This design comes from an exercise in tuning for small area and a short achievable clock period on the open sky130 flow, not from production work.
Function was not checked in any run shown here: the RTL went through the layout flow alone.

==> flow/design.v (outline; a module is shown in full before it is edited, if it fits) <==
// module wallace_tree_multiplier: 1635 lines
module wallace_tree_multiplier (
    input  logic        clk,
    input  logic        reset,
    input  logic [31:0] multiplicand,
    input  logic [31:0] multiplier,
    output logic [63:0] product,
    output logic        overflow
);
  // ...
==> flow/run.sh <==
#!/bin/bash
# synth_recipe.tcl (not shown) runs the flow's synth.tcl, then flattens the netlist and writes it again
# the make line also repeats each setting of config.mk as NAME=value (left out here)
make -C /OpenROAD-flow-scripts/flow DESIGN_CONFIG=/design/flow/config.mk WORK_HOME=/design/flow/orfs CLKGATE_MAP_FILE= SYNTH_SCRIPT=/design/flow/synth_recipe.tcl finish
==> flow/config.mk <==
export PLATFORM = sky130hd
export DESIGN_NAME = wallace_tree_multiplier
export DESIGN_NICKNAME = wallace_tree_multiplier
export VERILOG_FILES = /design/flow/design.v
export SDC_FILE = /design/flow/constraint.sdc
export NUM_CORES = 4
export LEC_CHECK = 0
export ABC_AREA = 1
export CAP_MARGIN = 20
export CORE_MARGIN = 2
export CORE_UTILIZATION = 40
export SLEW_MARGIN = 20
==> flow/constraint.sdc <==
create_clock -name core_clock -period 13.5 [get_ports {clk}]
set_input_delay 2.7000 -clock core_clock [delete_from_list [all_inputs] [get_ports {clk}]]
set_output_delay 2.7000 -clock core_clock [all_outputs]
set_load 0.01 [all_outputs]
==> out/qor.csv, run 1 <==
metric;value;unit
routed_wire_length_per_instance;23.4;um
synth_top_area_share;33.1;%
setup.worst_path.class;input pin to register;
post-place-cells;3981;
grt_pass1_vias;23200;
worst_setup_path_startpoint;multiplier[17];
tapCellCount;855;
cts_tree;yes;
grt_setup_unrepaired;false;
route.layer.met1.wl;37400;um
synth_edf_count;0;
worstSetupPathDepth;28;
cp_max_fo;18;
run_status;finished clean;
worst_r2r_path_depth;4;
timing.final.crit_share;78.1;%
endpoint;product[57];
path_clk_slew;0.07;ns
cts_hold_buf;0;
buffer_area_share;6.92;%
num_vias;22900;
drc;0;
diodes;3;
clock_cell_area_share;1.23;%
biggestRegsByFlops;product: 64 flops, overflow: 1 flops;
worst_pin_slew;1.03;ns
rr_endpoint;overflow;
slew_headroom;31.5;%
synthesis.area;25800;um^2
num_rows;93;
synth.yosys.warnings;1;
netlist-cell-type-count;39;
comb.multi_input.count;2198;
drive_gt1_share;5.57;%
yosys-top-cells-area;fa_1 (33%), xor2_1 (18%), o22ai_1 (12%);
largest_family_of_logic_cells_by_synthesized_area;adder cells;
min_path_type;register to register;
floorplan.die_area;66500;um^2
synth-simple-area-share;8.32;%
==> run 2, diff against run 1 <==
--- a/flow/config.mk
+++ b/flow/config.mk
@@ -5,7 +5,6 @@
 export SDC_FILE = /design/flow/constraint.sdc
 export NUM_CORES = 4
 export LEC_CHECK = 0
-export ABC_AREA = 1
 export CAP_MARGIN = 20
 export CORE_MARGIN = 2
 export CORE_UTILIZATION = 40
==> run 2 against run 1 <==
Net effect: still clean; clock skew is 0.0026 ns higher; via count is 55% higher; count of clock-buffer cells in the layout is 2 higher; global-route usage is 4.7 points higher; synthesized cell count is 52% higher; design area is 23% higher.
==> out/qor.csv, run 2 <==
metric;value;unit;change
synth.yosys.warnings;1;;unchanged
cp_buf_inv_count;7;;
dominant_cell_by_count_in_the_synthesized_netlist;nand2_1;;
layout.cells.most_common;nand2_1;;
slowest_delay;0.79;ns;
largest_reg_flops;64;;
avgSynthCellArea;6.92;um^2;
num_rows;105;;+13%
routed_wire_length_per_instance;25.6;um;+9.6%
antenna_found_initial;2;;
yosys_reg_bits;65;;
worst-endpoint-required;13.83;ns;
netlist_top_cells_count;nand2_1 (654), clkbuf_1 (517), a21oi_1 (502);;
cp_max_fo;31;;+13
firstDrtPassIters;7;;
largest-register;product;;
worst_pin_slew;1.07;ns;+0.0425 ns
multi_input_comb_area;27600;um^2;
critPathMostFrequentCell;fa_1;;
critPathLaunchType;input pin;;
grt_pass1_wl;214000;um;
final-setup-viol-count;0;;
cts.sink_count;65;;
finalWorstPathRequiredPeriod;10.96;ns;
maxSlewViolCount;0;;
timing.final.crit_share;81.2;%;+3.1 points
path_clk_slew;0.07;ns;about the same
worst_hold_slack;0.684;ns;
setup.worst_path.class;input pin to register;;
synth_edf_count;0;;unchanged
synthesis.instances;4820;;
drt-initial-drc-count;4866;;
synth_top_area_share;25.6;%;-7.5 points
cts_made_buffers;9;;
floorplan.die_area;85700;um^2;+29%
totalNegativeSetupSlack;0;ns;
timing.critical_path.to_type;register;;
grt_pass1_vias;32600;;+41%
drc;0;;unchanged
cts-htree-levels;3;;
cts.path.max_buffers;2;;
flow.area_growth_from_synthesis;3.96;%;
fin_worst_skew;0.0119;ns;
synthesis.area;33300;um^2;+29%
run_status;finished clean;;
drive_gt1_share;4.95;%;-0.62 points
die_height;293;um;
synth_largest_area_cell;fa_1;;
chipWidth;293;um;
ys.flop_type;dfrtp_1;;
syn-num-nets;5434;;
slew_headroom;28.6;%;-3.0 points
clock_insertion_delay_worst_skew;0.40;ns;
grt_max_degree;109;;
yosys-top-cells-area;fa_1 (26%), a21oi_1 (7.5%), nand2_1 (7.4%);;
cts_tree;yes;;
cts_hold_buf;0;;unchanged
initial_utilization;40.5;%;
layout.nets;5070;;
grt_setup_unrepaired;false;;
slowest_stage;nor2_1;;
sequential_cell_area;1630;um^2;
num_vias;35400;;+55%
pin_count;131;;
global_route.overflow_total;0;;
top_library_cells_by_usage_in_the_layout_fill_and_taps_aside;nand2_1 (653), a21oi_1 (502), inv_1 (499), fa_1 (427), o21ai_0 (379);;
finalWeightedCongestion;0.992;;
max_freq;0.0912;GHz;
detail-route-antenna-nets;0;;
max_cap_violations;0;;
dp_hpwl;103000;um;
place.port_buffers;130;;
design.core.area;82400;um^2;
worst_path_dominant_cell_family;adder cells;;
route.final.wire_length;142000;um;
worst_ep_arrival_time;11.29;ns;
hold_viol;0;;
post_drt_via_cell_ratio;6.40;;
post_cts.repair.setup_buffers;0;;
min_path_type;register to register;;
netlist-cell-type-count;64;;+64%
seq_area_frac_synth;4.88;%;
final.fill_count;8624;;
biggestRegsByFlops;product: 64 flops, overflow: 1 flops;;
async_reset_ff_share;100;%;
grt_usage;32.8;%;
clock-root-buffer;clkbuf_16;;
cts_resized;0;;
## run 2: cell types whose count changed after synthesis, moves of 131 or more
| cell | previous run | this run |
|---|---|---|
| o21ai_0 | 6 | 379 |
| inv_1 | 631 | 500 |
| xor2_1 | 524 | 62 |
| clkbuf_1 | 110 | 517 |
| nand2_1 | 313 | 654 |
| o22ai_1 | 495 | 208 |
| a22oi_1 | 0 | 287 |
| a21oi_1 | 65 | 502 |
| nor2_1 | 82 | 337 |
## run 2: logic make-up (layout without fill, tap and decap cells)
kind of cell / count (synthesis) / count (layout) / share of synthesized area (%)
AOI/OAI and AO/OA: 1668 / 1668 / 31.0
muxes: 5 / 5 / 0.150
xor gates and xnor gates: 104 / 104 / 2.73
buffers and inverters: 1126 / 767 / 12.7
and+or+nand+nor: 1182 / 1182 / 14.7
DFF: 65 / 65 / 4.88
adders and majority gates: 670 / 670 / 33.8
other: 0 / 2 / 0
## run 2: area by class of cell
cell class	count	area share, %
tap	1070	3.86
antenna	2	0.0144
inverter	503	5.45
timing repair buffer	248	5.62
clock inverter	3	0.0433
clock buffer	13	0.751
sequential	65	4.69
multi-input combinational	3629	79.6
## run 2: tightest hold or removal path: stages, from the launching register on
cell	delay (ns)
dfrtp_1	0.34
nor4_1	0.05
nand4_1	0.06
nor4_1	0.08
nor2_1	0.10
## run 2: worst paths after layout
kind	from	endpoint	slack [ns]	cells past startpoint
min in group asynchronous	reset	product[21]	2.94	3
max in group asynchronous	reset	product[54]	9.86	3
worst min register to register	product[3]	overflow	0.68	4
worst max register to register	product[35]	overflow	10.44	4
worst min-delay path	product[3]	overflow	0.68	4
worst max-delay path	multiplier[6]	product[60]	2.54	28
## run 2: routing by layer
layer | track usage [%] | up-vias | wire (um)
li1 | - | 15700 | -
met2 | 52.7 | 2029 | 65100
met4 | 19.7 | 2 | 10200
met1 | 41.6 | 17200 | 53800
met5 | 0 | - | 13
met3 | 5.05 | 412 | 12800
## run 2: through the flow
stage	util (%)	cells	instance area [um^2]	setup slack, ns
5_1_grt	42.1	5531	34700	2.17
3_3_place_gp	41.7	5514	34300	2.26
4_1_cts	42.0	5530	34600	2.61
2_1_floorplan	-	4820	33300	4.15
6_report	42.1	5533	34700	2.54
3_5_place_dp	41.7	5514	34300	2.23

==> static timing again, ports no longer ideal <==
Ports are ideal in the flow. The routed layouts listed here were re-timed in OpenROAD. Step 1 (the two cells are an assumption about what drives the block):
set clk [get_ports {clk}]
set_driving_cell -lib_cell sky130_fd_sc_hd__clkbuf_16 $clk
set_driving_cell -lib_cell sky130_fd_sc_hd__buf_2 [delete_from_list [all_inputs] $clk]
Step 2 moves the port delays by t, midway between the first and last clock arrival at a register: inputs arrive t later, outputs are due t later. That takes back most of the time a late clock gives input paths. Three values: no drivers, after step 1, after step 2; two values: the first two.
run	shift t [ns]	slack for setup (ns)	slew at the worst register clock pin (ns)	cell pins on the clock port's net
run 1	0.420	2.957 / 2.981 / 2.561	0.07 / 0.07	1
run 2	0.459	2.539 / 2.577 / 2.118	0.07 / 0.07	1
After both steps every run listed still meets setup and hold. The setup slack of run 2, which loses most, moves by +0.038 ns with the drivers and by -0.421 ns with both steps.
